What follows belongs to an exercise in optimizing a design on an open flow for small area; a production flow would make more cautious choices. The RTL was checked by simulation tests, not by an equivalence proof against the original design. Power is estimated from default activity; no workload was simulated.

==> flow/design.v <==
`timescale 1ns / 1ps
module globalCounter(count,clk,rst);
input clk;
input rst;
output [4:0]count;
parameter limit = 21;
reg [4:0]countReg;
always@(posedge clk)
begin
	if(rst)
		countReg <= 0;
	else if(countReg == limit)
		countReg <= 0;
	else
		countReg <= countReg + 1;
end
assign count = countReg;
endmodule
module luFactorizer(clk,rst,a11,a12,a13,a14,a21,a22,a23,a24,a25,a31,a32,a33,a34,a35,a36,a41,a42,a43,a44,a45,a46,a47,a52,a53,a54,a55,a56,a57,a58,a63,a64,a65,a66,a67,a68,a74,a75,a76,a77,a78,a85,a86,a87,a88,lL1,lL2,lL3,uL1,uL2,uL3,uL4);
input clk;
input rst;
input [7:0] a11,a12,a13,a14,a21,a22,a23,a24,a25,a31,a32,a33,a34,a35,a36,a41,a42,a43,a44,a45,a46,a47,a52,a53,a54,a55,a56,a57,a58,a63,a64,a65,a66,a67,a68,a74,a75,a76,a77,a78,a85,a86,a87,a88;
output [7:0] lL1,lL2,lL3,uL1,uL2,uL3,uL4;
reg [10:0] jq;
reg first;
wire [4:0] count;
always @(posedge clk) jq <= rst ? 11'd0 : {jq[9:0], ~jq[10]};
always @(posedge clk) first <= rst;
wire [5:0] st = {first,count};
wire s0 = (jq[6] & jq[6]) | (~jq[6] & jq[10]);
wire s1 = (jq[6] & ~jq[7]);
wire s2 = (jq[7] & ~jq[8]);
wire s3 = (jq[8] & ~jq[9]);
wire s4 = (jq[9] & ~jq[10]);
wire s5 = (jq[10] & jq[0]);
wire s6 = (~jq[0] & jq[1]);
wire s7 = (~jq[1] & jq[2]);
wire s8 = (~jq[2] & jq[3]);
wire s9 = (~jq[3] & jq[4]);
wire s10 = (~jq[4] & jq[5]);
wire s11 = (~jq[5] & jq[6]);
wire s12 = (~jq[6] & jq[7]);
wire s13 = (~jq[7] & jq[8]);
wire s14 = (~jq[8] & jq[9]);
wire s15 = (~jq[9] & jq[10]);
wire s16 = (~jq[10] & ~jq[0]);
wire s17 = (jq[1] & ~jq[2]);
wire s18 = (jq[2] & ~jq[3]);
wire s19 = (jq[3] & ~jq[4]);
wire s20 = (jq[4] & ~jq[5]);
wire s21 = (jq[5] & ~jq[6]);
wire s22 = (jq[0] & ~jq[1]) | (jq[4] & jq[4]) | (~jq[4] & jq[10]);
wire s23 = (jq[0] & ~jq[3]) | (jq[4] & ~jq[6]) | (jq[7] & ~jq[9]) | (jq[10] & jq[1]) | (~jq[2] & jq[4]) | (~jq[5] & jq[7]) | (~jq[8] & jq[10]);
wire s24 = (jq[5] & jq[5]) | (~jq[5] & jq[10]) | ((~jq[10] & ~jq[0]) & ~first);
wire s25 = (jq[0] & ~jq[1]) | (jq[2] & ~jq[4]) | (jq[5] & ~jq[7]) | (jq[8] & ~jq[10]) | (~jq[0] & jq[2]) | (~jq[3] & jq[5]) | (~jq[6] & jq[8]) | (~jq[9] & jq[10]) | ((~jq[10] & ~jq[0]) & ~first);
wire s26 = (jq[3] & ~jq[5]) | (jq[6] & ~jq[8]) | (jq[9] & jq[0]) | (~jq[1] & jq[3]) | (~jq[4] & jq[6]) | (~jq[7] & jq[9]) | ((~jq[10] & ~jq[0]) & ~first);
wire s27 = (jq[1] & jq[1]) | (~jq[1] & ~jq[0]);
wire s28 = (jq[0] & jq[0]) | (~jq[0] & jq[10]);
wire s29 = 1'b1;
wire s30 = (jq[6] & ~jq[8]) | (jq[9] & jq[0]) | (~jq[1] & jq[3]) | (~jq[4] & jq[6]) | (~jq[7] & jq[9]);
wire s31 = (jq[4] & ~jq[5]) | (jq[7] & ~jq[8]) | (jq[10] & jq[0]) | (~jq[2] & jq[3]) | (~jq[5] & jq[6]) | (~jq[8] & jq[9]);
wire s32 = (jq[5] & ~jq[7]) | (jq[8] & ~jq[10]) | (~jq[0] & jq[2]) | (~jq[3] & jq[5]) | (~jq[6] & jq[8]) | (~jq[9] & jq[10]);
wire s33 = (jq[3] & ~jq[4]) | (jq[6] & ~jq[7]) | (jq[9] & ~jq[10]) | (~jq[1] & jq[2]) | (~jq[4] & jq[5]) | (~jq[7] & jq[8]) | ((~jq[10] & ~jq[0]) & ~first);
wire s34 = (jq[4] & ~jq[6]) | (jq[7] & ~jq[9]) | (jq[10] & jq[1]) | (~jq[2] & jq[4]) | (~jq[5] & jq[7]) | (~jq[8] & jq[9]);
wire s35 = (jq[1] & ~jq[3]) | (jq[5] & ~jq[6]) | (jq[8] & ~jq[9]) | (~jq[0] & jq[1]) | (~jq[3] & jq[4]) | (~jq[6] & jq[7]) | (~jq[9] & jq[10]);
wire s36 = (jq[3] & ~jq[5]) | (jq[6] & ~jq[8]) | (jq[9] & jq[0]) | (~jq[1] & jq[3]) | (~jq[4] & jq[6]) | (~jq[7] & jq[8]);
wire s37 = (~jq[10] & ~jq[0]) | (jq[3] & jq[3]) | (~jq[3] & jq[9]);
wire s38 = (jq[5] & jq[5]) | (~jq[5] & jq[9]);
wire s39 = (jq[4] & jq[4]) | (~jq[4] & jq[10]);
wire s40 = (jq[6] & ~jq[7]) | (jq[9] & ~jq[10]) | (~jq[1] & jq[2]) | (~jq[4] & jq[5]) | (~jq[7] & jq[8]);
wire s41 = (jq[5] & ~jq[6]) | (jq[8] & ~jq[9]) | (~jq[0] & jq[1]) | (~jq[3] & jq[4]) | (~jq[6] & jq[7]) | (~jq[9] & jq[10]);
wire s42 = (jq[0] & ~jq[1]) | (jq[4] & ~jq[5]) | (jq[7] & ~jq[8]) | (jq[10] & jq[0]) | (~jq[2] & jq[3]) | (~jq[5] & jq[6]) | (~jq[8] & jq[9]);
wire s43 = (jq[2] & ~jq[4]) | (jq[6] & ~jq[7]) | (jq[9] & ~jq[10]) | (~jq[1] & jq[2]) | (~jq[4] & jq[5]) | (~jq[7] & jq[8]) | ((~jq[10] & ~jq[0]) & ~first);
reg [7:0] ACC1;
reg [7:0] ACC2;
reg [7:0] ACC3;
reg [7:0] H7;
reg [7:0] HZ6;
reg [7:0] HZ8;
reg [7:0] HZ9;
reg [7:0] YA;
reg [7:0] YB;
reg [7:0] YC;
wire [7:0] U1_x = ({8{s0}} & H7);
wire [7:0] U1_y = YB;
wire [7:0] U1_zi = ({8{s1}} & a24) | ({8{s2}} & a34) | ({8{s3}} & a44) | ({8{s4}} & a35) | ({8{s5}} & a45) | ({8{s6}} & a55) | ({8{s7}} & a46) | ({8{s8}} & a56) | ({8{s9}} & a66) | ({8{s10}} & a57) | ({8{s11}} & a67) | ({8{s12}} & a77) | ({8{s13}} & a68) | ({8{s14}} & a78) | ({8{s15}} & a88) | ({8{s16}} & a11) | ({8{s17}} & a12) | ({8{s18}} & a22) | ({8{s19}} & a13) | ({8{s20}} & a23) | ({8{s21}} & a33);
wire U1_n = 1'b0;
wire [7:0] U1_r;
wire U1_w1 = 1'b1 ^ U1_zi[0] ^ ~(U1_x[0] & U1_y[0]); wire U1_w2 = (1'b1 & U1_zi[0]) | (1'b1 & ~(U1_x[0] & U1_y[0])) | (U1_zi[0] & ~(U1_x[0] & U1_y[0]));
assign U1_r[0] = U1_w1;
wire U1_w3 = 1'b1 ^ U1_zi[1] ^ ~(U1_x[0] & U1_y[1]); wire U1_w4 = (1'b1 & U1_zi[1]) | (1'b1 & ~(U1_x[0] & U1_y[1])) | (U1_zi[1] & ~(U1_x[0] & U1_y[1]));
wire U1_w5 = ~(U1_x[1] & U1_y[0]) ^ U1_w2 ^ U1_w3; wire U1_w6 = (~(U1_x[1] & U1_y[0]) & U1_w2) | (~(U1_x[1] & U1_y[0]) & U1_w3) | (U1_w2 & U1_w3);
assign U1_r[1] = U1_w5;
wire U1_w7 = 1'b1 ^ U1_zi[2] ^ ~(U1_x[0] & U1_y[2]); wire U1_w8 = (1'b1 & U1_zi[2]) | (1'b1 & ~(U1_x[0] & U1_y[2])) | (U1_zi[2] & ~(U1_x[0] & U1_y[2]));
wire U1_w9 = ~(U1_x[1] & U1_y[1]) ^ ~(U1_x[2] & U1_y[0]) ^ U1_w4; wire U1_w10 = (~(U1_x[1] & U1_y[1]) & ~(U1_x[2] & U1_y[0])) | (~(U1_x[1] & U1_y[1]) & U1_w4) | (~(U1_x[2] & U1_y[0]) & U1_w4);
wire U1_w11 = U1_w7 ^ U1_w6 ^ U1_w9; wire U1_w12 = (U1_w7 & U1_w6) | (U1_w7 & U1_w9) | (U1_w6 & U1_w9);
assign U1_r[2] = U1_w11;
wire U1_w13 = 1'b1 ^ U1_zi[3] ^ ~(U1_x[0] & U1_y[3]); wire U1_w14 = (1'b1 & U1_zi[3]) | (1'b1 & ~(U1_x[0] & U1_y[3])) | (U1_zi[3] & ~(U1_x[0] & U1_y[3]));
wire U1_w15 = ~(U1_x[1] & U1_y[2]) ^ ~(U1_x[2] & U1_y[1]) ^ ~(U1_x[3] & U1_y[0]); wire U1_w16 = (~(U1_x[1] & U1_y[2]) & ~(U1_x[2] & U1_y[1])) | (~(U1_x[1] & U1_y[2]) & ~(U1_x[3] & U1_y[0])) | (~(U1_x[2] & U1_y[1]) & ~(U1_x[3] & U1_y[0]));
wire U1_w17 = U1_w8 ^ U1_w13 ^ U1_w15; wire U1_w18 = (U1_w8 & U1_w13) | (U1_w8 & U1_w15) | (U1_w13 & U1_w15);
wire U1_w19 = U1_w10 ^ U1_w17 ^ U1_w12; wire U1_w20 = (U1_w10 & U1_w17) | (U1_w10 & U1_w12) | (U1_w17 & U1_w12);
assign U1_r[3] = U1_w19;
wire U1_w21 = 1'b1 ^ U1_zi[4] ^ ~(U1_x[0] & U1_y[4]); wire U1_w22 = (1'b1 & U1_zi[4]) | (1'b1 & ~(U1_x[0] & U1_y[4])) | (U1_zi[4] & ~(U1_x[0] & U1_y[4]));
wire U1_w23 = ~(U1_x[1] & U1_y[3]) ^ ~(U1_x[2] & U1_y[2]) ^ ~(U1_x[3] & U1_y[1]); wire U1_w24 = (~(U1_x[1] & U1_y[3]) & ~(U1_x[2] & U1_y[2])) | (~(U1_x[1] & U1_y[3]) & ~(U1_x[3] & U1_y[1])) | (~(U1_x[2] & U1_y[2]) & ~(U1_x[3] & U1_y[1]));
wire U1_w25 = ~(U1_x[4] & U1_y[0]) ^ U1_w14 ^ U1_w16; wire U1_w26 = (~(U1_x[4] & U1_y[0]) & U1_w14) | (~(U1_x[4] & U1_y[0]) & U1_w16) | (U1_w14 & U1_w16);
wire U1_w27 = U1_w21 ^ U1_w23 ^ U1_w18; wire U1_w28 = (U1_w21 & U1_w23) | (U1_w21 & U1_w18) | (U1_w23 & U1_w18);
wire U1_w29 = U1_w25 ^ U1_w27 ^ U1_w20; wire U1_w30 = (U1_w25 & U1_w27) | (U1_w25 & U1_w20) | (U1_w27 & U1_w20);
assign U1_r[4] = U1_w29;
wire U1_w31 = 1'b1 ^ U1_zi[5] ^ ~(U1_x[0] & U1_y[5]); wire U1_w32 = (1'b1 & U1_zi[5]) | (1'b1 & ~(U1_x[0] & U1_y[5])) | (U1_zi[5] & ~(U1_x[0] & U1_y[5]));
wire U1_w33 = ~(U1_x[1] & U1_y[4]) ^ ~(U1_x[2] & U1_y[3]) ^ ~(U1_x[3] & U1_y[2]); wire U1_w34 = (~(U1_x[1] & U1_y[4]) & ~(U1_x[2] & U1_y[3])) | (~(U1_x[1] & U1_y[4]) & ~(U1_x[3] & U1_y[2])) | (~(U1_x[2] & U1_y[3]) & ~(U1_x[3] & U1_y[2]));
wire U1_w35 = ~(U1_x[4] & U1_y[1]) ^ ~(U1_x[5] & U1_y[0]) ^ U1_w22; wire U1_w36 = (~(U1_x[4] & U1_y[1]) & ~(U1_x[5] & U1_y[0])) | (~(U1_x[4] & U1_y[1]) & U1_w22) | (~(U1_x[5] & U1_y[0]) & U1_w22);
wire U1_w37 = U1_w24 ^ U1_w31 ^ U1_w33; wire U1_w38 = (U1_w24 & U1_w31) | (U1_w24 & U1_w33) | (U1_w31 & U1_w33);
wire U1_w39 = U1_w26 ^ U1_w35 ^ U1_w37; wire U1_w40 = (U1_w26 & U1_w35) | (U1_w26 & U1_w37) | (U1_w35 & U1_w37);
wire U1_w41 = U1_w28 ^ U1_w39 ^ U1_w30; wire U1_w42 = (U1_w28 & U1_w39) | (U1_w28 & U1_w30) | (U1_w39 & U1_w30);
assign U1_r[5] = U1_w41;
wire U1_w43 = 1'b1 ^ U1_zi[6] ^ ~(U1_x[0] & U1_y[6]); wire U1_w44 = (1'b1 & U1_zi[6]) | (1'b1 & ~(U1_x[0] & U1_y[6])) | (U1_zi[6] & ~(U1_x[0] & U1_y[6]));
wire U1_w45 = ~(U1_x[1] & U1_y[5]) ^ ~(U1_x[2] & U1_y[4]) ^ ~(U1_x[3] & U1_y[3]); wire U1_w46 = (~(U1_x[1] & U1_y[5]) & ~(U1_x[2] & U1_y[4])) | (~(U1_x[1] & U1_y[5]) & ~(U1_x[3] & U1_y[3])) | (~(U1_x[2] & U1_y[4]) & ~(U1_x[3] & U1_y[3]));
wire U1_w47 = ~(U1_x[4] & U1_y[2]) ^ ~(U1_x[5] & U1_y[1]) ^ ~(U1_x[6] & U1_y[0]); wire U1_w48 = (~(U1_x[4] & U1_y[2]) & ~(U1_x[5] & U1_y[1])) | (~(U1_x[4] & U1_y[2]) & ~(U1_x[6] & U1_y[0])) | (~(U1_x[5] & U1_y[1]) & ~(U1_x[6] & U1_y[0]));
wire U1_w49 = U1_w32 ^ U1_w34 ^ U1_w43; wire U1_w50 = (U1_w32 & U1_w34) | (U1_w32 & U1_w43) | (U1_w34 & U1_w43);
wire U1_w51 = U1_w45 ^ U1_w47 ^ U1_w36; wire U1_w52 = (U1_w45 & U1_w47) | (U1_w45 & U1_w36) | (U1_w47 & U1_w36);
wire U1_w53 = U1_w38 ^ U1_w49 ^ U1_w51; wire U1_w54 = (U1_w38 & U1_w49) | (U1_w38 & U1_w51) | (U1_w49 & U1_w51);
wire U1_w55 = U1_w40 ^ U1_w53 ^ U1_w42; wire U1_w56 = (U1_w40 & U1_w53) | (U1_w40 & U1_w42) | (U1_w53 & U1_w42);
assign U1_r[6] = U1_w55;
wire U1_w57 = 1'b1 ^ U1_zi[7] ^ ~(U1_x[0] & U1_y[7]);
wire U1_w58 = ~(U1_x[1] & U1_y[6]) ^ ~(U1_x[2] & U1_y[5]) ^ ~(U1_x[3] & U1_y[4]);
wire U1_w59 = ~(U1_x[4] & U1_y[3]) ^ ~(U1_x[5] & U1_y[2]) ^ ~(U1_x[6] & U1_y[1]);
wire U1_w60 = ~(U1_x[7] & U1_y[0]) ^ U1_w44 ^ U1_w46;
wire U1_w61 = U1_w48 ^ U1_w57 ^ U1_w58;
wire U1_w62 = U1_w59 ^ U1_w50 ^ U1_w60;
wire U1_w63 = U1_w61 ^ U1_w52 ^ U1_w62;
wire U1_w64 = U1_w54 ^ U1_w63 ^ U1_w56;
assign U1_r[7] = U1_w64;
wire [7:0] U1_o = U1_r;
wire [7:0] U2_x = ({8{s22}} & HZ8);
wire [7:0] U2_y = YA;
wire [7:0] U2_zi = ({8{s23}} & ACC3) | ({8{s1}} & a42) | ({8{s4}} & a53) | ({8{s7}} & a64) | ({8{s10}} & a75) | ({8{s13}} & a86) | ({8{s19}} & a31);
wire U2_n = 1'b0;
wire [7:0] U2_r;
wire U2_w1 = 1'b1 ^ U2_zi[0] ^ ~(U2_x[0] & U2_y[0]); wire U2_w2 = (1'b1 & U2_zi[0]) | (1'b1 & ~(U2_x[0] & U2_y[0])) | (U2_zi[0] & ~(U2_x[0] & U2_y[0]));
assign U2_r[0] = U2_w1;
wire U2_w3 = 1'b1 ^ U2_zi[1] ^ ~(U2_x[0] & U2_y[1]); wire U2_w4 = (1'b1 & U2_zi[1]) | (1'b1 & ~(U2_x[0] & U2_y[1])) | (U2_zi[1] & ~(U2_x[0] & U2_y[1]));
wire U2_w5 = ~(U2_x[1] & U2_y[0]) ^ U2_w2 ^ U2_w3; wire U2_w6 = (~(U2_x[1] & U2_y[0]) & U2_w2) | (~(U2_x[1] & U2_y[0]) & U2_w3) | (U2_w2 & U2_w3);
assign U2_r[1] = U2_w5;
wire U2_w7 = 1'b1 ^ U2_zi[2] ^ ~(U2_x[0] & U2_y[2]); wire U2_w8 = (1'b1 & U2_zi[2]) | (1'b1 & ~(U2_x[0] & U2_y[2])) | (U2_zi[2] & ~(U2_x[0] & U2_y[2]));
wire U2_w9 = ~(U2_x[1] & U2_y[1]) ^ ~(U2_x[2] & U2_y[0]) ^ U2_w4; wire U2_w10 = (~(U2_x[1] & U2_y[1]) & ~(U2_x[2] & U2_y[0])) | (~(U2_x[1] & U2_y[1]) & U2_w4) | (~(U2_x[2] & U2_y[0]) & U2_w4);
wire U2_w11 = U2_w7 ^ U2_w6 ^ U2_w9; wire U2_w12 = (U2_w7 & U2_w6) | (U2_w7 & U2_w9) | (U2_w6 & U2_w9);
assign U2_r[2] = U2_w11;
wire U2_w13 = 1'b1 ^ U2_zi[3] ^ ~(U2_x[0] & U2_y[3]); wire U2_w14 = (1'b1 & U2_zi[3]) | (1'b1 & ~(U2_x[0] & U2_y[3])) | (U2_zi[3] & ~(U2_x[0] & U2_y[3]));
wire U2_w15 = ~(U2_x[1] & U2_y[2]) ^ ~(U2_x[2] & U2_y[1]) ^ ~(U2_x[3] & U2_y[0]); wire U2_w16 = (~(U2_x[1] & U2_y[2]) & ~(U2_x[2] & U2_y[1])) | (~(U2_x[1] & U2_y[2]) & ~(U2_x[3] & U2_y[0])) | (~(U2_x[2] & U2_y[1]) & ~(U2_x[3] & U2_y[0]));
wire U2_w17 = U2_w8 ^ U2_w13 ^ U2_w15; wire U2_w18 = (U2_w8 & U2_w13) | (U2_w8 & U2_w15) | (U2_w13 & U2_w15);
wire U2_w19 = U2_w10 ^ U2_w17 ^ U2_w12; wire U2_w20 = (U2_w10 & U2_w17) | (U2_w10 & U2_w12) | (U2_w17 & U2_w12);
assign U2_r[3] = U2_w19;
wire U2_w21 = 1'b1 ^ U2_zi[4] ^ ~(U2_x[0] & U2_y[4]); wire U2_w22 = (1'b1 & U2_zi[4]) | (1'b1 & ~(U2_x[0] & U2_y[4])) | (U2_zi[4] & ~(U2_x[0] & U2_y[4]));
wire U2_w23 = ~(U2_x[1] & U2_y[3]) ^ ~(U2_x[2] & U2_y[2]) ^ ~(U2_x[3] & U2_y[1]); wire U2_w24 = (~(U2_x[1] & U2_y[3]) & ~(U2_x[2] & U2_y[2])) | (~(U2_x[1] & U2_y[3]) & ~(U2_x[3] & U2_y[1])) | (~(U2_x[2] & U2_y[2]) & ~(U2_x[3] & U2_y[1]));
wire U2_w25 = ~(U2_x[4] & U2_y[0]) ^ U2_w14 ^ U2_w16; wire U2_w26 = (~(U2_x[4] & U2_y[0]) & U2_w14) | (~(U2_x[4] & U2_y[0]) & U2_w16) | (U2_w14 & U2_w16);
wire U2_w27 = U2_w21 ^ U2_w23 ^ U2_w18; wire U2_w28 = (U2_w21 & U2_w23) | (U2_w21 & U2_w18) | (U2_w23 & U2_w18);
wire U2_w29 = U2_w25 ^ U2_w27 ^ U2_w20; wire U2_w30 = (U2_w25 & U2_w27) | (U2_w25 & U2_w20) | (U2_w27 & U2_w20);
assign U2_r[4] = U2_w29;
wire U2_w31 = 1'b1 ^ U2_zi[5] ^ ~(U2_x[0] & U2_y[5]); wire U2_w32 = (1'b1 & U2_zi[5]) | (1'b1 & ~(U2_x[0] & U2_y[5])) | (U2_zi[5] & ~(U2_x[0] & U2_y[5]));
wire U2_w33 = ~(U2_x[1] & U2_y[4]) ^ ~(U2_x[2] & U2_y[3]) ^ ~(U2_x[3] & U2_y[2]); wire U2_w34 = (~(U2_x[1] & U2_y[4]) & ~(U2_x[2] & U2_y[3])) | (~(U2_x[1] & U2_y[4]) & ~(U2_x[3] & U2_y[2])) | (~(U2_x[2] & U2_y[3]) & ~(U2_x[3] & U2_y[2]));
wire U2_w35 = ~(U2_x[4] & U2_y[1]) ^ ~(U2_x[5] & U2_y[0]) ^ U2_w22; wire U2_w36 = (~(U2_x[4] & U2_y[1]) & ~(U2_x[5] & U2_y[0])) | (~(U2_x[4] & U2_y[1]) & U2_w22) | (~(U2_x[5] & U2_y[0]) & U2_w22);
wire U2_w37 = U2_w24 ^ U2_w31 ^ U2_w33; wire U2_w38 = (U2_w24 & U2_w31) | (U2_w24 & U2_w33) | (U2_w31 & U2_w33);
wire U2_w39 = U2_w26 ^ U2_w35 ^ U2_w37; wire U2_w40 = (U2_w26 & U2_w35) | (U2_w26 & U2_w37) | (U2_w35 & U2_w37);
wire U2_w41 = U2_w28 ^ U2_w39 ^ U2_w30; wire U2_w42 = (U2_w28 & U2_w39) | (U2_w28 & U2_w30) | (U2_w39 & U2_w30);
assign U2_r[5] = U2_w41;
wire U2_w43 = 1'b1 ^ U2_zi[6] ^ ~(U2_x[0] & U2_y[6]); wire U2_w44 = (1'b1 & U2_zi[6]) | (1'b1 & ~(U2_x[0] & U2_y[6])) | (U2_zi[6] & ~(U2_x[0] & U2_y[6]));
wire U2_w45 = ~(U2_x[1] & U2_y[5]) ^ ~(U2_x[2] & U2_y[4]) ^ ~(U2_x[3] & U2_y[3]); wire U2_w46 = (~(U2_x[1] & U2_y[5]) & ~(U2_x[2] & U2_y[4])) | (~(U2_x[1] & U2_y[5]) & ~(U2_x[3] & U2_y[3])) | (~(U2_x[2] & U2_y[4]) & ~(U2_x[3] & U2_y[3]));
wire U2_w47 = ~(U2_x[4] & U2_y[2]) ^ ~(U2_x[5] & U2_y[1]) ^ ~(U2_x[6] & U2_y[0]); wire U2_w48 = (~(U2_x[4] & U2_y[2]) & ~(U2_x[5] & U2_y[1])) | (~(U2_x[4] & U2_y[2]) & ~(U2_x[6] & U2_y[0])) | (~(U2_x[5] & U2_y[1]) & ~(U2_x[6] & U2_y[0]));
wire U2_w49 = U2_w32 ^ U2_w34 ^ U2_w43; wire U2_w50 = (U2_w32 & U2_w34) | (U2_w32 & U2_w43) | (U2_w34 & U2_w43);
wire U2_w51 = U2_w45 ^ U2_w47 ^ U2_w36; wire U2_w52 = (U2_w45 & U2_w47) | (U2_w45 & U2_w36) | (U2_w47 & U2_w36);
wire U2_w53 = U2_w38 ^ U2_w49 ^ U2_w51; wire U2_w54 = (U2_w38 & U2_w49) | (U2_w38 & U2_w51) | (U2_w49 & U2_w51);
wire U2_w55 = U2_w40 ^ U2_w53 ^ U2_w42; wire U2_w56 = (U2_w40 & U2_w53) | (U2_w40 & U2_w42) | (U2_w53 & U2_w42);
assign U2_r[6] = U2_w55;
wire U2_w57 = 1'b1 ^ U2_zi[7] ^ ~(U2_x[0] & U2_y[7]);
wire U2_w58 = ~(U2_x[1] & U2_y[6]) ^ ~(U2_x[2] & U2_y[5]) ^ ~(U2_x[3] & U2_y[4]);
wire U2_w59 = ~(U2_x[4] & U2_y[3]) ^ ~(U2_x[5] & U2_y[2]) ^ ~(U2_x[6] & U2_y[1]);
wire U2_w60 = ~(U2_x[7] & U2_y[0]) ^ U2_w44 ^ U2_w46;
wire U2_w61 = U2_w48 ^ U2_w57 ^ U2_w58;
wire U2_w62 = U2_w59 ^ U2_w50 ^ U2_w60;
wire U2_w63 = U2_w61 ^ U2_w52 ^ U2_w62;
wire U2_w64 = U2_w54 ^ U2_w63 ^ U2_w56;
assign U2_r[7] = U2_w64;
wire [7:0] U2_o = U2_r;
wire [7:0] U3_x = ({8{s24}} & HZ6);
wire [7:0] U3_y = YC;
wire [7:0] U3_zi = ({8{s25}} & ACC1) | ({8{s2}} & a43) | ({8{s5}} & a54) | ({8{s8}} & a65) | ({8{s11}} & a76) | ({8{s14}} & a87) | ({8{s17}} & a21) | ({8{s20}} & a32);
wire U3_n = 1'b0;
wire [7:0] U3_r;
wire U3_w1 = 1'b1 ^ U3_zi[0] ^ ~(U3_x[0] & U3_y[0]); wire U3_w2 = (1'b1 & U3_zi[0]) | (1'b1 & ~(U3_x[0] & U3_y[0])) | (U3_zi[0] & ~(U3_x[0] & U3_y[0]));
assign U3_r[0] = U3_w1;
wire U3_w3 = 1'b1 ^ U3_zi[1] ^ ~(U3_x[0] & U3_y[1]); wire U3_w4 = (1'b1 & U3_zi[1]) | (1'b1 & ~(U3_x[0] & U3_y[1])) | (U3_zi[1] & ~(U3_x[0] & U3_y[1]));
wire U3_w5 = ~(U3_x[1] & U3_y[0]) ^ U3_w2 ^ U3_w3; wire U3_w6 = (~(U3_x[1] & U3_y[0]) & U3_w2) | (~(U3_x[1] & U3_y[0]) & U3_w3) | (U3_w2 & U3_w3);
assign U3_r[1] = U3_w5;
wire U3_w7 = 1'b1 ^ U3_zi[2] ^ ~(U3_x[0] & U3_y[2]); wire U3_w8 = (1'b1 & U3_zi[2]) | (1'b1 & ~(U3_x[0] & U3_y[2])) | (U3_zi[2] & ~(U3_x[0] & U3_y[2]));
wire U3_w9 = ~(U3_x[1] & U3_y[1]) ^ ~(U3_x[2] & U3_y[0]) ^ U3_w4; wire U3_w10 = (~(U3_x[1] & U3_y[1]) & ~(U3_x[2] & U3_y[0])) | (~(U3_x[1] & U3_y[1]) & U3_w4) | (~(U3_x[2] & U3_y[0]) & U3_w4);
wire U3_w11 = U3_w7 ^ U3_w6 ^ U3_w9; wire U3_w12 = (U3_w7 & U3_w6) | (U3_w7 & U3_w9) | (U3_w6 & U3_w9);
assign U3_r[2] = U3_w11;
wire U3_w13 = 1'b1 ^ U3_zi[3] ^ ~(U3_x[0] & U3_y[3]); wire U3_w14 = (1'b1 & U3_zi[3]) | (1'b1 & ~(U3_x[0] & U3_y[3])) | (U3_zi[3] & ~(U3_x[0] & U3_y[3]));
wire U3_w15 = ~(U3_x[1] & U3_y[2]) ^ ~(U3_x[2] & U3_y[1]) ^ ~(U3_x[3] & U3_y[0]); wire U3_w16 = (~(U3_x[1] & U3_y[2]) & ~(U3_x[2] & U3_y[1])) | (~(U3_x[1] & U3_y[2]) & ~(U3_x[3] & U3_y[0])) | (~(U3_x[2] & U3_y[1]) & ~(U3_x[3] & U3_y[0]));
wire U3_w17 = U3_w8 ^ U3_w13 ^ U3_w15; wire U3_w18 = (U3_w8 & U3_w13) | (U3_w8 & U3_w15) | (U3_w13 & U3_w15);
wire U3_w19 = U3_w10 ^ U3_w17 ^ U3_w12; wire U3_w20 = (U3_w10 & U3_w17) | (U3_w10 & U3_w12) | (U3_w17 & U3_w12);
assign U3_r[3] = U3_w19;
wire U3_w21 = 1'b1 ^ U3_zi[4] ^ ~(U3_x[0] & U3_y[4]); wire U3_w22 = (1'b1 & U3_zi[4]) | (1'b1 & ~(U3_x[0] & U3_y[4])) | (U3_zi[4] & ~(U3_x[0] & U3_y[4]));
wire U3_w23 = ~(U3_x[1] & U3_y[3]) ^ ~(U3_x[2] & U3_y[2]) ^ ~(U3_x[3] & U3_y[1]); wire U3_w24 = (~(U3_x[1] & U3_y[3]) & ~(U3_x[2] & U3_y[2])) | (~(U3_x[1] & U3_y[3]) & ~(U3_x[3] & U3_y[1])) | (~(U3_x[2] & U3_y[2]) & ~(U3_x[3] & U3_y[1]));
wire U3_w25 = ~(U3_x[4] & U3_y[0]) ^ U3_w14 ^ U3_w16; wire U3_w26 = (~(U3_x[4] & U3_y[0]) & U3_w14) | (~(U3_x[4] & U3_y[0]) & U3_w16) | (U3_w14 & U3_w16);
wire U3_w27 = U3_w21 ^ U3_w23 ^ U3_w18; wire U3_w28 = (U3_w21 & U3_w23) | (U3_w21 & U3_w18) | (U3_w23 & U3_w18);
wire U3_w29 = U3_w25 ^ U3_w27 ^ U3_w20; wire U3_w30 = (U3_w25 & U3_w27) | (U3_w25 & U3_w20) | (U3_w27 & U3_w20);
assign U3_r[4] = U3_w29;
wire U3_w31 = 1'b1 ^ U3_zi[5] ^ ~(U3_x[0] & U3_y[5]); wire U3_w32 = (1'b1 & U3_zi[5]) | (1'b1 & ~(U3_x[0] & U3_y[5])) | (U3_zi[5] & ~(U3_x[0] & U3_y[5]));
wire U3_w33 = ~(U3_x[1] & U3_y[4]) ^ ~(U3_x[2] & U3_y[3]) ^ ~(U3_x[3] & U3_y[2]); wire U3_w34 = (~(U3_x[1] & U3_y[4]) & ~(U3_x[2] & U3_y[3])) | (~(U3_x[1] & U3_y[4]) & ~(U3_x[3] & U3_y[2])) | (~(U3_x[2] & U3_y[3]) & ~(U3_x[3] & U3_y[2]));
wire U3_w35 = ~(U3_x[4] & U3_y[1]) ^ ~(U3_x[5] & U3_y[0]) ^ U3_w22; wire U3_w36 = (~(U3_x[4] & U3_y[1]) & ~(U3_x[5] & U3_y[0])) | (~(U3_x[4] & U3_y[1]) & U3_w22) | (~(U3_x[5] & U3_y[0]) & U3_w22);
wire U3_w37 = U3_w24 ^ U3_w31 ^ U3_w33; wire U3_w38 = (U3_w24 & U3_w31) | (U3_w24 & U3_w33) | (U3_w31 & U3_w33);
wire U3_w39 = U3_w26 ^ U3_w35 ^ U3_w37; wire U3_w40 = (U3_w26 & U3_w35) | (U3_w26 & U3_w37) | (U3_w35 & U3_w37);
wire U3_w41 = U3_w28 ^ U3_w39 ^ U3_w30; wire U3_w42 = (U3_w28 & U3_w39) | (U3_w28 & U3_w30) | (U3_w39 & U3_w30);
assign U3_r[5] = U3_w41;
wire U3_w43 = 1'b1 ^ U3_zi[6] ^ ~(U3_x[0] & U3_y[6]); wire U3_w44 = (1'b1 & U3_zi[6]) | (1'b1 & ~(U3_x[0] & U3_y[6])) | (U3_zi[6] & ~(U3_x[0] & U3_y[6]));
wire U3_w45 = ~(U3_x[1] & U3_y[5]) ^ ~(U3_x[2] & U3_y[4]) ^ ~(U3_x[3] & U3_y[3]); wire U3_w46 = (~(U3_x[1] & U3_y[5]) & ~(U3_x[2] & U3_y[4])) | (~(U3_x[1] & U3_y[5]) & ~(U3_x[3] & U3_y[3])) | (~(U3_x[2] & U3_y[4]) & ~(U3_x[3] & U3_y[3]));
wire U3_w47 = ~(U3_x[4] & U3_y[2]) ^ ~(U3_x[5] & U3_y[1]) ^ ~(U3_x[6] & U3_y[0]); wire U3_w48 = (~(U3_x[4] & U3_y[2]) & ~(U3_x[5] & U3_y[1])) | (~(U3_x[4] & U3_y[2]) & ~(U3_x[6] & U3_y[0])) | (~(U3_x[5] & U3_y[1]) & ~(U3_x[6] & U3_y[0]));
wire U3_w49 = U3_w32 ^ U3_w34 ^ U3_w43; wire U3_w50 = (U3_w32 & U3_w34) | (U3_w32 & U3_w43) | (U3_w34 & U3_w43);
wire U3_w51 = U3_w45 ^ U3_w47 ^ U3_w36; wire U3_w52 = (U3_w45 & U3_w47) | (U3_w45 & U3_w36) | (U3_w47 & U3_w36);
wire U3_w53 = U3_w38 ^ U3_w49 ^ U3_w51; wire U3_w54 = (U3_w38 & U3_w49) | (U3_w38 & U3_w51) | (U3_w49 & U3_w51);
wire U3_w55 = U3_w40 ^ U3_w53 ^ U3_w42; wire U3_w56 = (U3_w40 & U3_w53) | (U3_w40 & U3_w42) | (U3_w53 & U3_w42);
assign U3_r[6] = U3_w55;
wire U3_w57 = 1'b1 ^ U3_zi[7] ^ ~(U3_x[0] & U3_y[7]);
wire U3_w58 = ~(U3_x[1] & U3_y[6]) ^ ~(U3_x[2] & U3_y[5]) ^ ~(U3_x[3] & U3_y[4]);
wire U3_w59 = ~(U3_x[4] & U3_y[3]) ^ ~(U3_x[5] & U3_y[2]) ^ ~(U3_x[6] & U3_y[1]);
wire U3_w60 = ~(U3_x[7] & U3_y[0]) ^ U3_w44 ^ U3_w46;
wire U3_w61 = U3_w48 ^ U3_w57 ^ U3_w58;
wire U3_w62 = U3_w59 ^ U3_w50 ^ U3_w60;
wire U3_w63 = U3_w61 ^ U3_w52 ^ U3_w62;
wire U3_w64 = U3_w54 ^ U3_w63 ^ U3_w56;
assign U3_r[7] = U3_w64;
wire [7:0] U3_o = U3_r;
wire [7:0] U4_x = ({8{s26}} & ACC2) | ({8{s21}} & a41) | ({8{s3}} & a52) | ({8{s6}} & a63) | ({8{s9}} & a74) | ({8{s12}} & a85);
wire [7:0] U4_y = HZ9;
wire U4_n = 1'b0;
wire [7:0] U4_r;
assign U4_r[0] = ~(U4_x[0] & U4_y[0]);
wire U4_w1 = 1'b1 ^ ~(U4_x[0] & U4_y[1]) ^ ~(U4_x[1] & U4_y[0]); wire U4_w2 = (1'b1 & ~(U4_x[0] & U4_y[1])) | (1'b1 & ~(U4_x[1] & U4_y[0])) | (~(U4_x[0] & U4_y[1]) & ~(U4_x[1] & U4_y[0]));
assign U4_r[1] = U4_w1;
wire U4_w3 = 1'b1 ^ ~(U4_x[0] & U4_y[2]) ^ ~(U4_x[1] & U4_y[1]); wire U4_w4 = (1'b1 & ~(U4_x[0] & U4_y[2])) | (1'b1 & ~(U4_x[1] & U4_y[1])) | (~(U4_x[0] & U4_y[2]) & ~(U4_x[1] & U4_y[1]));
wire U4_w5 = ~(U4_x[2] & U4_y[0]) ^ U4_w2 ^ U4_w3; wire U4_w6 = (~(U4_x[2] & U4_y[0]) & U4_w2) | (~(U4_x[2] & U4_y[0]) & U4_w3) | (U4_w2 & U4_w3);
assign U4_r[2] = U4_w5;
wire U4_w7 = 1'b1 ^ ~(U4_x[0] & U4_y[3]) ^ ~(U4_x[1] & U4_y[2]); wire U4_w8 = (1'b1 & ~(U4_x[0] & U4_y[3])) | (1'b1 & ~(U4_x[1] & U4_y[2])) | (~(U4_x[0] & U4_y[3]) & ~(U4_x[1] & U4_y[2]));
wire U4_w9 = ~(U4_x[2] & U4_y[1]) ^ ~(U4_x[3] & U4_y[0]) ^ U4_w4; wire U4_w10 = (~(U4_x[2] & U4_y[1]) & ~(U4_x[3] & U4_y[0])) | (~(U4_x[2] & U4_y[1]) & U4_w4) | (~(U4_x[3] & U4_y[0]) & U4_w4);
wire U4_w11 = U4_w7 ^ U4_w6 ^ U4_w9; wire U4_w12 = (U4_w7 & U4_w6) | (U4_w7 & U4_w9) | (U4_w6 & U4_w9);
assign U4_r[3] = U4_w11;
wire U4_w13 = 1'b1 ^ ~(U4_x[0] & U4_y[4]) ^ ~(U4_x[1] & U4_y[3]); wire U4_w14 = (1'b1 & ~(U4_x[0] & U4_y[4])) | (1'b1 & ~(U4_x[1] & U4_y[3])) | (~(U4_x[0] & U4_y[4]) & ~(U4_x[1] & U4_y[3]));
wire U4_w15 = ~(U4_x[2] & U4_y[2]) ^ ~(U4_x[3] & U4_y[1]) ^ ~(U4_x[4] & U4_y[0]); wire U4_w16 = (~(U4_x[2] & U4_y[2]) & ~(U4_x[3] & U4_y[1])) | (~(U4_x[2] & U4_y[2]) & ~(U4_x[4] & U4_y[0])) | (~(U4_x[3] & U4_y[1]) & ~(U4_x[4] & U4_y[0]));
wire U4_w17 = U4_w8 ^ U4_w13 ^ U4_w15; wire U4_w18 = (U4_w8 & U4_w13) | (U4_w8 & U4_w15) | (U4_w13 & U4_w15);
wire U4_w19 = U4_w10 ^ U4_w17 ^ U4_w12; wire U4_w20 = (U4_w10 & U4_w17) | (U4_w10 & U4_w12) | (U4_w17 & U4_w12);
assign U4_r[4] = U4_w19;
wire U4_w21 = 1'b1 ^ ~(U4_x[0] & U4_y[5]) ^ ~(U4_x[1] & U4_y[4]); wire U4_w22 = (1'b1 & ~(U4_x[0] & U4_y[5])) | (1'b1 & ~(U4_x[1] & U4_y[4])) | (~(U4_x[0] & U4_y[5]) & ~(U4_x[1] & U4_y[4]));
wire U4_w23 = ~(U4_x[2] & U4_y[3]) ^ ~(U4_x[3] & U4_y[2]) ^ ~(U4_x[4] & U4_y[1]); wire U4_w24 = (~(U4_x[2] & U4_y[3]) & ~(U4_x[3] & U4_y[2])) | (~(U4_x[2] & U4_y[3]) & ~(U4_x[4] & U4_y[1])) | (~(U4_x[3] & U4_y[2]) & ~(U4_x[4] & U4_y[1]));
wire U4_w25 = ~(U4_x[5] & U4_y[0]) ^ U4_w14 ^ U4_w16; wire U4_w26 = (~(U4_x[5] & U4_y[0]) & U4_w14) | (~(U4_x[5] & U4_y[0]) & U4_w16) | (U4_w14 & U4_w16);
wire U4_w27 = U4_w21 ^ U4_w23 ^ U4_w18; wire U4_w28 = (U4_w21 & U4_w23) | (U4_w21 & U4_w18) | (U4_w23 & U4_w18);
wire U4_w29 = U4_w25 ^ U4_w27 ^ U4_w20; wire U4_w30 = (U4_w25 & U4_w27) | (U4_w25 & U4_w20) | (U4_w27 & U4_w20);
assign U4_r[5] = U4_w29;
wire U4_w31 = 1'b1 ^ ~(U4_x[0] & U4_y[6]) ^ ~(U4_x[1] & U4_y[5]); wire U4_w32 = (1'b1 & ~(U4_x[0] & U4_y[6])) | (1'b1 & ~(U4_x[1] & U4_y[5])) | (~(U4_x[0] & U4_y[6]) & ~(U4_x[1] & U4_y[5]));
wire U4_w33 = ~(U4_x[2] & U4_y[4]) ^ ~(U4_x[3] & U4_y[3]) ^ ~(U4_x[4] & U4_y[2]); wire U4_w34 = (~(U4_x[2] & U4_y[4]) & ~(U4_x[3] & U4_y[3])) | (~(U4_x[2] & U4_y[4]) & ~(U4_x[4] & U4_y[2])) | (~(U4_x[3] & U4_y[3]) & ~(U4_x[4] & U4_y[2]));
wire U4_w35 = ~(U4_x[5] & U4_y[1]) ^ ~(U4_x[6] & U4_y[0]) ^ U4_w22; wire U4_w36 = (~(U4_x[5] & U4_y[1]) & ~(U4_x[6] & U4_y[0])) | (~(U4_x[5] & U4_y[1]) & U4_w22) | (~(U4_x[6] & U4_y[0]) & U4_w22);
wire U4_w37 = U4_w24 ^ U4_w31 ^ U4_w33; wire U4_w38 = (U4_w24 & U4_w31) | (U4_w24 & U4_w33) | (U4_w31 & U4_w33);
wire U4_w39 = U4_w26 ^ U4_w35 ^ U4_w37; wire U4_w40 = (U4_w26 & U4_w35) | (U4_w26 & U4_w37) | (U4_w35 & U4_w37);
wire U4_w41 = U4_w28 ^ U4_w39 ^ U4_w30; wire U4_w42 = (U4_w28 & U4_w39) | (U4_w28 & U4_w30) | (U4_w39 & U4_w30);
assign U4_r[6] = U4_w41;
wire U4_w43 = 1'b1 ^ ~(U4_x[0] & U4_y[7]) ^ ~(U4_x[1] & U4_y[6]);
wire U4_w44 = ~(U4_x[2] & U4_y[5]) ^ ~(U4_x[3] & U4_y[4]) ^ ~(U4_x[4] & U4_y[3]);
wire U4_w45 = ~(U4_x[5] & U4_y[2]) ^ ~(U4_x[6] & U4_y[1]) ^ ~(U4_x[7] & U4_y[0]);
wire U4_w46 = U4_w32 ^ U4_w34 ^ U4_w43;
wire U4_w47 = U4_w44 ^ U4_w45 ^ U4_w36;
wire U4_w48 = U4_w38 ^ U4_w46 ^ U4_w47;
wire U4_w49 = U4_w40 ^ U4_w48 ^ U4_w42;
assign U4_r[7] = U4_w49;
wire [7:0] U4_o = ~U4_r;
wire [7:0] ACC1_d = ({8{s27}} & U1_o);
always @(posedge clk) ACC1 <= U1_o;
wire [7:0] ACC2_d = ({8{s28}} & U2_o);
always @(posedge clk) ACC2 <= U2_o;
wire [7:0] ACC3_d = ({8{s29}} & U3_o);
always @(posedge clk) ACC3 <= U3_o;
wire [7:0] H7_d = ({8{s21}} & a14) | ({8{s3}} & a25) | ({8{s6}} & a36) | ({8{s9}} & a47) | ({8{s12}} & a58);
wire H7_en = ~s30;
always @(posedge clk) if (H7_en) H7 <= H7_d;
wire [7:0] HZ6_d = ({8{s31}} & ACC1);
wire HZ6_en = ~s32;
always @(posedge clk) if (HZ6_en) HZ6 <= HZ6_d;
wire [7:0] HZ8_d = ({8{s33}} & ACC3);
wire HZ8_en = ~s34;
always @(posedge clk) if (HZ8_en) HZ8 <= HZ8_d;
wire [7:0] HZ9_d = ({8{s35}} & ACC2);
wire HZ9_en = ~s36;
always @(posedge clk) if (HZ9_en) HZ9 <= HZ9_d;
wire [7:0] YA_d = ({8{s37}} & U4_o);
always @(posedge clk) YA <= U4_o;
wire [7:0] YB_d = ({8{s38}} & YC);
always @(posedge clk) YB <= YC;
wire [7:0] YC_d = ({8{s39}} & YA);
always @(posedge clk) YC <= YA;
wire [7:0] lL1_w = ({8{s40}} & YA);
assign lL1 = lL1_w;
wire [7:0] lL2_w = ({8{s41}} & YA);
assign lL2 = lL2_w;
wire [7:0] lL3_w = ({8{s42}} & YA);
assign lL3 = lL3_w;
wire [7:0] uL1_w = ({8{s43}} & HZ9);
assign uL1 = uL1_w;
wire [7:0] uL2_w = ({8{s42}} & HZ8);
assign uL2 = uL2_w;
wire [7:0] uL3_w = ({8{s41}} & HZ6);
assign uL3 = uL3_w;
wire [7:0] uL4_w = ({8{s40}} & H7);
assign uL4 = uL4_w;
endmodule
==> flow/flow/run.sh <==
#!/bin/bash
set -euo pipefail
export CTS_ARGS="-sink_clustering_enable -repair_clock_nets -sink_clustering_size 20 -buf_list sky130_fd_sc_hd__clkbuf_8 -dont_use_dummy_load"
cd "$(dirname "$0")/.."
R="$PWD/orfs/results/sky130hd/luFactorizer/base"
bash standard.sh BUFFER_PORTS_ARGS="-buffer_cell sky130_fd_sc_hd__buf_1" synth > make_synth.log 2>&1
cp "$R/1_2_yosys.v" "$PWD/synth_standard.v"
if python3 flow/fapol.py "$PWD/synth_standard.v" "$PWD/synth_fapol.v" > fapol.log 2>&1; then
  cp "$PWD/synth_fapol.v" "$R/1_2_yosys.v"
  rm -f "$R/1_synth.odb" "$R/1_synth.sdc"
fi
bash standard.sh BUFFER_PORTS_ARGS="-buffer_cell sky130_fd_sc_hd__buf_1" finish > make_finish.log 2>&1
==> flow/flow/fapol.py <==
#!/usr/bin/env python3
"""Flip the polarity of full-adder cells (FA(~a,~b,~c) = ~FA(a,b,c)) in a Yosys-written gate netlist
where that lowers the number of inverters; rewrites the netlist in place. Registers are untouched."""
import re, sys, collections, random
src, dst = sys.argv[1], sys.argv[2]
txt = open(src).read()
OUTP = {'X', 'Y', 'Q', 'Q_N', 'SUM', 'COUT'}
cell_re = re.compile(r'^  (sky130_fd_sc_hd__\w+) (\S+(?: )?) \(\n(.*?)\n  \);\n', re.S | re.M)
cells = []
for m in cell_re.finditer(txt):
    t, n, body = m.group(1), m.group(2), m.group(3)
    pins = re.findall(r'^\s+\.(\w+)\((.*)\),?$', body, re.M)
    cells.append({'type': t, 'name': n, 'pins': [(p, v.strip()) for p, v in pins], 'span': m.span()})
isinv = lambda c: re.match(r'sky130_fd_sc_hd__(clk)?inv_\d+$', c['type'])
isfa = lambda c: re.match(r'sky130_fd_sc_hd__fa_\d+$', c['type'])
drv = {}
for i, c in enumerate(cells):
    for p, v in c['pins']:
        if p in OUTP: drv[v] = (i, p)
# nets referenced outside cells (ports, assigns): treat as fixed sinks of their own polarity
body_wo_cells = cell_re.sub('', txt)
ext = set(re.findall(r'assign\s+(\S+)\s*=\s*(\S+?)\s*;', body_wo_cells))
portnames = set()
hdr = re.search(r'module\s+\w+\s*\((.*?)\);', txt, re.S).group(1)
for p in hdr.replace('\n', ' ').split(','): portnames.add(p.strip())
outports = set(re.findall(r'^\s*output\s+(?:\[\d+:\d+\]\s*)?(\w+);', txt, re.M))
def is_outport_net(v):
    b = re.sub(r'\[\d+\]$', '', v.strip())
    return b in outports
def root(v):
    pol = 0
    while v in drv and isinv(cells[drv[v][0]]):
        c = cells[drv[v][0]]
        v = dict(c['pins'])['A']; pol ^= 1
    return v, pol
# sinks: (cell index, pin, root, pol) for non-inverter cells
sinks = collections.defaultdict(list)
for i, c in enumerate(cells):
    if isinv(c): continue
    for p, v in c['pins']:
        if p in OUTP: continue
        r, pol = root(v)
        sinks[r].append((i, p, pol))
fixed_roots = set()
for v in list(drv):
    if is_outport_net(v): fixed_roots.add(root(v)[0])
fa = [i for i, c in enumerate(cells) if isfa(c)]
faout = {}
for i in fa:
    for p, v in cells[i]['pins']:
        if p in OUTP: faout[v] = i
# forbid flipping FAs whose outputs feed ports through inverters or directly
forbid = set(faout[r] for r in fixed_roots if r in faout)
flip = {}
def cost_root(r):
    prov = flip.get(faout[r], 0) if r in faout else 0
    need = set()
    for i, p, pol in sinks.get(r, []):
        need.add(pol ^ (flip.get(i, 0) if i in flip or isfa(cells[i]) else 0) ^ prov)
    return 1 if 1 in need else 0
def touched(i):
    rs = set()
    for p, v in cells[i]['pins']:
        rs.add(root(v)[0] if p not in OUTP else v)
    return rs
roots_of = {i: touched(i) for i in fa}
def total():
    return sum(cost_root(r) for r in sinks)
base = total()
best = None
for seed in range(1, 11):
    random.seed(seed)
    flip = {}
    order = [i for i in fa if i not in forbid]
    for sweep in range(20):
        improved = False
        random.shuffle(order)
        for i in order:
            rs = roots_of[i]
            before = sum(cost_root(r) for r in rs)
            flip[i] = 1 - flip.get(i, 0)
            after = sum(cost_root(r) for r in rs)
            if after < before: improved = True
            else: flip[i] = 1 - flip[i]
        if not improved: break
    t = total()
    if best is None or t < best[0]: best = (t, dict(flip))
flip = best[1]
flipped = [i for i in fa if flip.get(i, 0)]
final = total()
sys.stderr.write('fapol: inverter roots needed %d -> %d, flipped %d of %d full adders\n' % (base, final, len(flipped), len(fa)))
# ---- rebuild ----
affected = set()
for i in flipped:
    affected |= roots_of[i]
newwires = []
cnt = [0]
def newnet(prefix):
    cnt[0] += 1
    n = '_fapol_%s%d_' % (prefix, cnt[0]); newwires.append(n); return n
# flipped FA outputs drive new nets carrying the complement
provnet = {}   # root -> net carrying root value in provided polarity
provpol = {}
for r in affected:
    if r in faout and flip.get(faout[r], 0):
        provnet[r] = newnet('n'); provpol[r] = 1
    else:
        provnet[r] = r; provpol[r] = 0
invnet = {}
newcells = []
def get_pol(r, want):
    if want == provpol[r]: return provnet[r]
    if r not in invnet:
        invnet[r] = newnet('i')
        newcells.append(('sky130_fd_sc_hd__inv_1', '_fapol_inv%d_' % cnt[0], [('A', provnet[r]), ('Y', invnet[r])]))
    return invnet[r]
# rewrite pins
removed_inv = set()
for i, c in enumerate(cells):
    if isinv(c): continue
    newpins = []
    for p, v in c['pins']:
        if p in OUTP:
            if isfa(c) and flip.get(i, 0): v = provnet[v]
            newpins.append((p, v)); continue
        r, pol = root(v)
        if r in affected:
            want = pol ^ (1 if (isfa(c) and flip.get(i, 0)) else 0)
            v = get_pol(r, want)
        newpins.append((p, v))
    c['pins'] = newpins
# original inverters whose root is affected: drop them if their outputs are no longer used
used = collections.Counter()
for c in cells:
    for p, v in c['pins']:
        if p not in OUTP: used[v] += 1
for t, n, pins in newcells:
    for p, v in pins:
        if p not in OUTP: used[v] += 1
changed = True
keep = [True] * len(cells)
while changed:
    changed = False
    for i, c in enumerate(cells):
        if not keep[i] or not isinv(c): continue
        y = dict(c['pins'])['Y']; a = dict(c['pins'])['A']
        if used[y] == 0 and not is_outport_net(y) and root(y)[0] in affected:
            keep[i] = False; used[a] -= 1; changed = True
# original (unflipped-name) FA output nets that are no longer driven must not be loaded
out = []
pos = 0
def fmt(t, n, pins):
    esc = lambda v: v + ' ' if v.startswith('\\') else v
    return '  %s %s (\n%s\n  );\n' % (t, n, ',\n'.join('    .%s(%s)' % (p, esc(v)) for p, v in pins))
for i, c in enumerate(cells):
    s, e = c['span']
    out.append(txt[pos:s]); pos = e
    if keep[i]: out.append(fmt(c['type'], c['name'], c['pins']))
rest = txt[pos:]
idx = rest.rfind('endmodule')
out.append(rest[:idx])
for t, n, pins in newcells: out.append(fmt(t, n, pins))
out.append(rest[idx:])
res = ''.join(out)
# declare new wires after the module header's last declaration
decl = ''.join('  wire %s;\n' % w for w in newwires)
m = re.search(r'\);\n', res)
res = res[:m.end()] + decl + res[m.end():]
# drop declarations of nets that are no longer referenced by any cell
refs = collections.Counter(re.findall(r'\.\w+\(([^()]*)\)', res))
refs = set(v.strip() for v in refs)
def keepdecl(m):
    n = m.group(1).strip()
    return m.group(0) if (n in refs or not n.startswith('_')) else ''
res = re.sub(r'^  wire (\S+(?: )?);\n', keepdecl, res, flags=re.M)
open(dst, 'w').write(res)
kept_inv = sum(1 for i, c in enumerate(cells) if keep[i] and isinv(c)) + len(newcells)
sys.stderr.write('fapol: inverters %d -> %d\n' % (sum(1 for c in cells if isinv(c)), kept_inv))
==> flow/standard.sh <==
#!/bin/bash
# synth_recipe.tcl (not shown) runs the flow's synth.tcl, then flattens the netlist and writes it again
# the make line also repeats each setting of config.mk as NAME=value (left out here)
make -C /OpenROAD-flow-scripts/flow DESIGN_CONFIG=/design/flow/config.mk WORK_HOME=/design/flow/orfs CLKGATE_MAP_FILE= SYNTH_SCRIPT=/design/flow/synth_recipe.tcl "${@:-finish}"
==> flow/config.mk <==
export PLATFORM = sky130hd
export DESIGN_NAME = luFactorizer
export DESIGN_NICKNAME = luFactorizer
export VERILOG_FILES = /design/flow/design.v
export SDC_FILE = /design/flow/constraint.sdc
export NUM_CORES = 4
export LEC_CHECK = 0
export CAP_MARGIN = 20
export CORE_MARGIN = 2
export CORE_UTILIZATION = 40
export CTS_BUF_LIST = sky130_fd_sc_hd__clkbuf_8
export SLEW_MARGIN = 20
==> flow/constraint.sdc <==
create_clock -name core_clock -period 8.0 [get_ports {clk}]
set_input_delay 1.6000 -clock core_clock [delete_from_list [all_inputs] [get_ports {clk}]]
set_output_delay 1.6000 -clock core_clock [all_outputs]
set_load 0.01 [all_outputs]
==> run_results.csv, run 1 <==
group,metric,value,unit
synthesis,synthCells,916,
global_routing,grt_pass1_wl,56.24,mm
clock_network,clock_latency,0.38,ns
detailed_routing,drt_first_pass_iters,8,
floorplanning,start_util,40.58,%
floorplanning,std_cell_rows,53,
power,p_leak,4.484,nW
clock_network,cts_sinks,92,
detailed_routing,vias,9089,
global_routing,grt_pass1_vias,9065,
clock_network,holdBufCountCts,0,
sta,slew_headroom,27.80,%
global_routing,grt_overflow,0,
power,vdd_drop_max,0.00007310,V
clock_network,clk_pin_slew_worst_paths,0.08,ns
cells_and_area,area_growth,23.57,%
setup_path,crit_type,"register to register",
synthesis,syn-num-nets,1375,
job,max-cap-violations,0,
placed_design,place.detailed.hpwl,31.74,mm
global_routing,use_met2,59.57,%
sta,skew,0.01405,ns
setup_path,crit_arrival,6.32,ns
cells_and_area,fin_nets,1762,
clock_network,cts-root-buf,"clkbuf_8",
synthesis,syn-mean-instance-area,9.284,um^2
floorplanning,die_area,22440,um^2
run_status,status,"timing/DRC/antenna clean",
synthesis,synthesis.area,8504,um^2
min_path,min_path_type,"register to register",
sta,rsz0062_at_grt,"false",
clock_network,clockBufferDepth,2,
sta,tightest_slew,1.075,ns
clock_network,cts_tree,"done",
cells_and_area,top_register,"jq",
global_routing,grtUsageMet3,8.476,%
global_routing,antenna_found_initial,3,
detailed_routing,ant_nets,0,
sta,period_share,75.21,%
detailed_routing,vias_per_cell,5.756,
power,p_total,0.001279,W
floorplanning,die_h,149.8,um
global_routing,grtUsageTotal,34.56,%
global_routing,grt_max_degree,31,
floorplanning,core-area,20960,um^2
sta,fmax,166.2,MHz
global_routing,grt_util_met1,41.69,%
setup_path,start_kind,"register",
setup_path,cp_max_fo,12,
synthesis,yosys_warnings,1,
setup_path,crit_required,8.30,ns
clock_network,htreeDepth,3,
detailed_routing,drt_iter0_drc,741,
global_routing,globalRoute.busiestLayer,"met2",
detailed_routing,wl_per_cell,24.85,um
placed_design,place.gp.congestion,0.9367,
cells_and_area,drive_above_1_share,3.766,%
sta,maxSlewViolCount,0,
sta,hold_viol,0,
power,power_density,121.7,nW/um^2
sta,setup_tns,0,ns
placed_design,port_buffers,409,
setup_path,cp-end-kind,"register",
clock_network,post_cts_buffers,0,
floorplanning,pin_count,410,
clock_network,ctsResizeCount,0,
clock_network,cts_buffers,9,
cells_and_area,largest_register_ffs,11,
detailed_routing,drt-total-wl,39.24,mm
floorplanning,fp.dieW,149.8,um
sta,min_period,6.017,ns
sta,setup_viol_count_final,0,
detailed_routing,remaining_drc_errors,0,
[metrics by stage]
step / utilization, % / setup WS (ns) / cell area [um^2] / hold WS [ns] / std cells
3_3_place_gp: 49.50 / 1.706 / 10370 / 0.3395 / 1567
6_report: 50.15 / 1.983 / 10510 / 0.3626 / 1579
2_1_floorplan: - / 2.061 / 8504 / 0.3311 / 916
5_1_grt: 50.13 / 1.663 / 10500 / 0.3776 / 1577
3_5_place_dp: 49.50 / 1.597 / 10370 / 0.3387 / 1567
4_1_cts: 50.09 / 1.997 / 10500 / 0.3633 / 1576
[routing by layer]
metal  part of all wire (%)  wire (um)
met1                     38      14770
met3                    9.3       3666
met4                    3.6       1423
met2                     49      19370
met5                  0.033         13
[cells in the final DEF, fill, tap and decap left out, types with 9 or more instances in the layout]
| cell type | instances |
|---|---|
| xor2_1 | 13 |
| nand2_1 | 73 |
| buf_1 | 409 |
| nor2b_2 | 10 |
| and2_1 | 58 |
| buf_4 | 21 |
| o211ai_1 | 10 |
| and3_1 | 83 |
| nor2b_1 | 49 |
| a222oi_1 | 16 |
| fa_1 | 78 |
| nor3_1 | 13 |
| xnor2_1 | 39 |
| clkbuf_8 | 9 |
| dfxtp_1 | 60 |
| a22oi_1 | 132 |
| ha_1 | 27 |
| edfxtp_1 | 32 |
| nor2_1 | 19 |
| nand3_1 | 35 |
| a21oi_1 | 18 |
| inv_1 | 41 |
[cell type report]
| class | instances | area, um^2 |
|---|---|---|
| Tap cell | 275 | 344.1 |
| Fill cell | 2140 | 10450 |
| Timing Repair Buffer | 430 | 1693 |
| Multi-Input combinational cell | 729 | 6025 |
| Clock buffer | 9 | 123.9 |
| Inverter | 41 | 153.9 |
| Sequential cell | 92 | 2162 |
| Antenna cell | 3 | 7.507 |
[worst max-delay path, stage by stage, from the launching register on]
cell and delay [ns]:
dfxtp_1 0.61, inv_1 0.14, nor2_1 0.75, a211oi_1 0.15
buf_4 0.24, nand2_1 0.23, a21oi_1 0.13, ha_1 0.33
fa_1 0.46, fa_1 0.46, fa_1 0.40, fa_1 0.40
fa_1 0.40, fa_1 0.38, inv_1 0.08, xor2_1 0.17
xnor2_1 0.15, xnor2_1 0.15, xnor2_1 0.15, xnor2_1 0.13
[where the power goes]
part / switching, W / leakage (nW) / internal [W]
Combinational: 0.000198 / 3.55 / 0.000166
Clock: 0.000154 / 0.0647 / 0.000101
Sequential: 0.0000973 / 0.872 / 0.000563
Total: 0.000449 / 4.48 / 0.000829
[worst paths after layout]
path,start,to,slack (ns),cells past startpoint
setup / recovery,jq[10],ACC3[7],1.98,19
hold / removal,YC[7],YB[7],0.36,0
setup reg to reg,jq[10],ACC3[7],1.98,19
hold reg to reg,YC[7],YB[7],0.36,0
==> run 2: changes to the inputs <==
--- a/flow/flow/run.sh
+++ b/flow/flow/run.sh
@@ -1,6 +1,6 @@
 #!/bin/bash
 set -euo pipefail
-export CTS_ARGS="-sink_clustering_enable -repair_clock_nets -sink_clustering_size 20 -buf_list sky130_fd_sc_hd__clkbuf_8 -dont_use_dummy_load"
+export CTS_ARGS="-sink_clustering_enable -repair_clock_nets -sink_clustering_size 30 -buf_list sky130_fd_sc_hd__clkbuf_16 -dont_use_dummy_load"
 cd "$(dirname "$0")/.."
 R="$PWD/orfs/results/sky130hd/luFactorizer/base"
 bash standard.sh BUFFER_PORTS_ARGS="-buffer_cell sky130_fd_sc_hd__buf_1" synth > make_synth.log 2>&1
==> run 2 against run 1 <==
  * Clock power up 43%
  * Register-to-register slack improved by 0.07 ns
  * Sequential share of layout area shrank 0.19 points
  * Critical path depth down 1
  * Clock skew down 0.0032 ns
  * Via count increased by 0.55%
  * Setup slack lost 0.019 ns
  * Utilization grew 0.47 points
  * Synthesized cell count is the same
  * Synthesized area stayed put
  * Wire length down 0.45%
  * Clock-buffer cell count is the same
  * Critical path type is now input pin to register
  * Highest routed layer unchanged
==> run_results.csv, run 2 <==
group,metric,value,unit
clock_network,clk_pin_slew_worst_paths,0.06,ns
sta,setup_tns,0,ns
detailed_routing,drt-total-wl,39.07,mm
detailed_routing,remaining_drc_errors,0,
sta,setup_viol_count_final,0,
detailed_routing,drt_iter0_drc,693,
detailed_routing,ant_nets,0,
detailed_routing,vias_per_cell,5.792,
cells_and_area,post-route-util,50.62,%
placed_design,placed_area,10370,um^2
power,vdd_drop_max,0.0001016,V
global_routing,antenna_found_initial,6,
floorplanning,core-area,20960,um^2
setup_path,cp-end-kind,"register",
sta,maxSlewViolCount,0,
cells_and_area,fin_nets,1762,
sta,tightest_slew,1.042,ns
clock_network,cts_tree,"done",
cells_and_area,final_common_cell,"buf_1",
global_routing,grt_pass1_vias,9208,
floorplanning,std_cell_rows,53,
sta,fmax,165.7,MHz
sta,skew,0.01082,ns
cells_and_area,top_register,"jq",
setup_path,cp_max_fo,1,
floorplanning,start_util,40.58,%
setup_path,crit_required,8.27,ns
synthesis,syn-num-nets,1375,
power,power_density,130.9,nW/um^2
placed_design,place.gp.congestion,0.9381,
floorplanning,die_area,22440,um^2
setup_path,start_kind,"input pin",
floorplanning,fp.dieW,149.8,um
synthesis,syn-mean-instance-area,9.284,um^2
clock_network,cts-root-buf,"clkbuf_16",
power,p_leak,4.530,nW
detailed_routing,drt_first_pass_iters,8,
sta,min_period,6.036,ns
cells_and_area,layout_common_cells,"buf_1 (409), a22oi_1 (132), and3_1 (83)",
synthesis,synthesis.area,8504,um^2
clock_network,post_cts_buffers,0,
placed_design,port_buffers,409,
synthesis,yosys_warnings,1,
clock_network,clockBufferDepth,2,
run_status,status,"timing/DRC/antenna clean",
global_routing,grt_pass1_wl,56.51,mm
floorplanning,die_h,149.8,um
detailed_routing,wl_per_cell,24.76,um
clock_network,clock_latency,0.35,ns
sta,rsz0062_at_grt,"false",
global_routing,grt_overflow,0,
cells_and_area,fill_cells,2134,
clock_network,cts_buffers,9,
sta,period_share,75.45,%
clock_network,ctsResizeCount,0,
cells_and_area,final_area,10610,um^2
clock_network,htreeDepth,3,
clock_network,holdBufCountCts,0,
global_routing,grtUsageTotal,34.75,%
global_routing,grt_max_degree,31,
sta,hold_viol,0,
detailed_routing,vias,9139,
floorplanning,pin_count,410,
cells_and_area,area_growth,24.73,%
sta,slew_headroom,30.42,%
cells_and_area,largest_register_ffs,11,
synthesis,synthCells,916,
job,max-cap-violations,0,
min_path,min_path_type,"register to register",
placed_design,place.detailed.hpwl,31.67,mm
setup_path,crit_arrival,6.30,ns
cells_and_area,drive_above_1_share,3.766,%
setup_path,crit_type,"input pin to register",
clock_network,cts_sinks,92,
-- run 2: final cells by class --
type | count | area [um^2] | area share [%]
Antenna cell | 2 | 5.005 | 0.04718
Clock buffer | 9 | 225.2 | 2.123
Inverter | 41 | 153.9 | 1.451
Multi-Input combinational cell | 729 | 6025 | 56.79
Sequential cell | 92 | 2162 | 20.38
Tap cell | 275 | 344.1 | 3.244
Timing Repair Buffer | 430 | 1693 | 15.96
-- run 2: critical path: stages --
cell	delay, ns
buf_1	0.07
a22o_1	0.22
a222oi_1	0.21
o21ai_0	0.24
nor3_1	0.23
ha_1	0.28
fa_1	0.45
fa_1	0.43
fa_1	0.47
fa_1	0.48
fa_1	0.42
fa_1	0.36
inv_1	0.07
xor2_1	0.18
xnor2_1	0.15
xnor2_1	0.15
xnor2_1	0.15
xnor2_1	0.15
-- run 2: path summary, 6_finish.rpt --
| path | cells after the start | from | end | slack, ns |
|---|---|---|---|---|
| worst max-delay path | 18 | a66[1] | ACC1[7] | 1.96 |
| worst min-delay path | 0 | YC[7] | YB[7] | 0.35 |
| worst max register to register | 16 | jq[4] | YA[7] | 2.05 |
| worst min register to register | 0 | YC[7] | YB[7] | 0.35 |
-- run 2: power by group --
part / switching [W] / internal, W
combinational: 0.000197 / 0.000165
clock: 0.000167 / 0.000198
sequential: 0.0000979 / 0.000563
total: 0.000461 / 0.000927
-- run 2: through the flow --
| stage | total power, W | worst slack [ns] | instances | hold WS [ns] |
|---|---|---|---|---|
| 5_1_grt | 0.001457 | 1.699 | 1576 | 0.3713 |
| 3_5_place_dp | 0.001027 | 1.600 | 1567 | 0.3430 |
| 2_1_floorplan | 0.0008223 | 2.061 | 916 | 0.3311 |
| 3_3_place_gp | 0.001026 | 1.710 | 1567 | 0.3394 |
| 6_report | 0.001388 | 1.964 | 1578 | 0.3519 |
| 4_1_cts | 0.001394 | 1.946 | 1576 | 0.3505 |
-- run 2: layer usage --
metal	track usage [%]	routed length [um]	vias up
met5	0	65	-
met4	12.74	1663	10
met3	10.30	3530	99
met2	59.57	19040	523
met1	41.21	14770	4424
li1	-	-	4083

[re-timing with driven ports]
No port has a modelled driver above. Below, the same layouts with a new extraction and two added sets of constraints. Step 1, drivers: a clkbuf_16 drives clk and a buf_2 each remaining input, both assumed. Step 2 times the ports against the registers' clock, not the clock port: input delays grow and output delays shrink by t, the midpoint of the rising clock arrivals with the driver on. Slacks: ideal / step 1 / step 2; pairs: ideal / step 1.
run | t, ns | setup WS [ns] | pins driven straight from the clock port
run 1 | 0.416 | 1.983 / 1.983 / 1.610 | 1
run 2 | 0.391 | 1.964 / 1.989 / 1.599 | 1
After both steps every run listed still meets setup and hold. The setup slack of run 1, which loses most, moves by 0.000 ns with the drivers and by -0.373 ns with both steps.
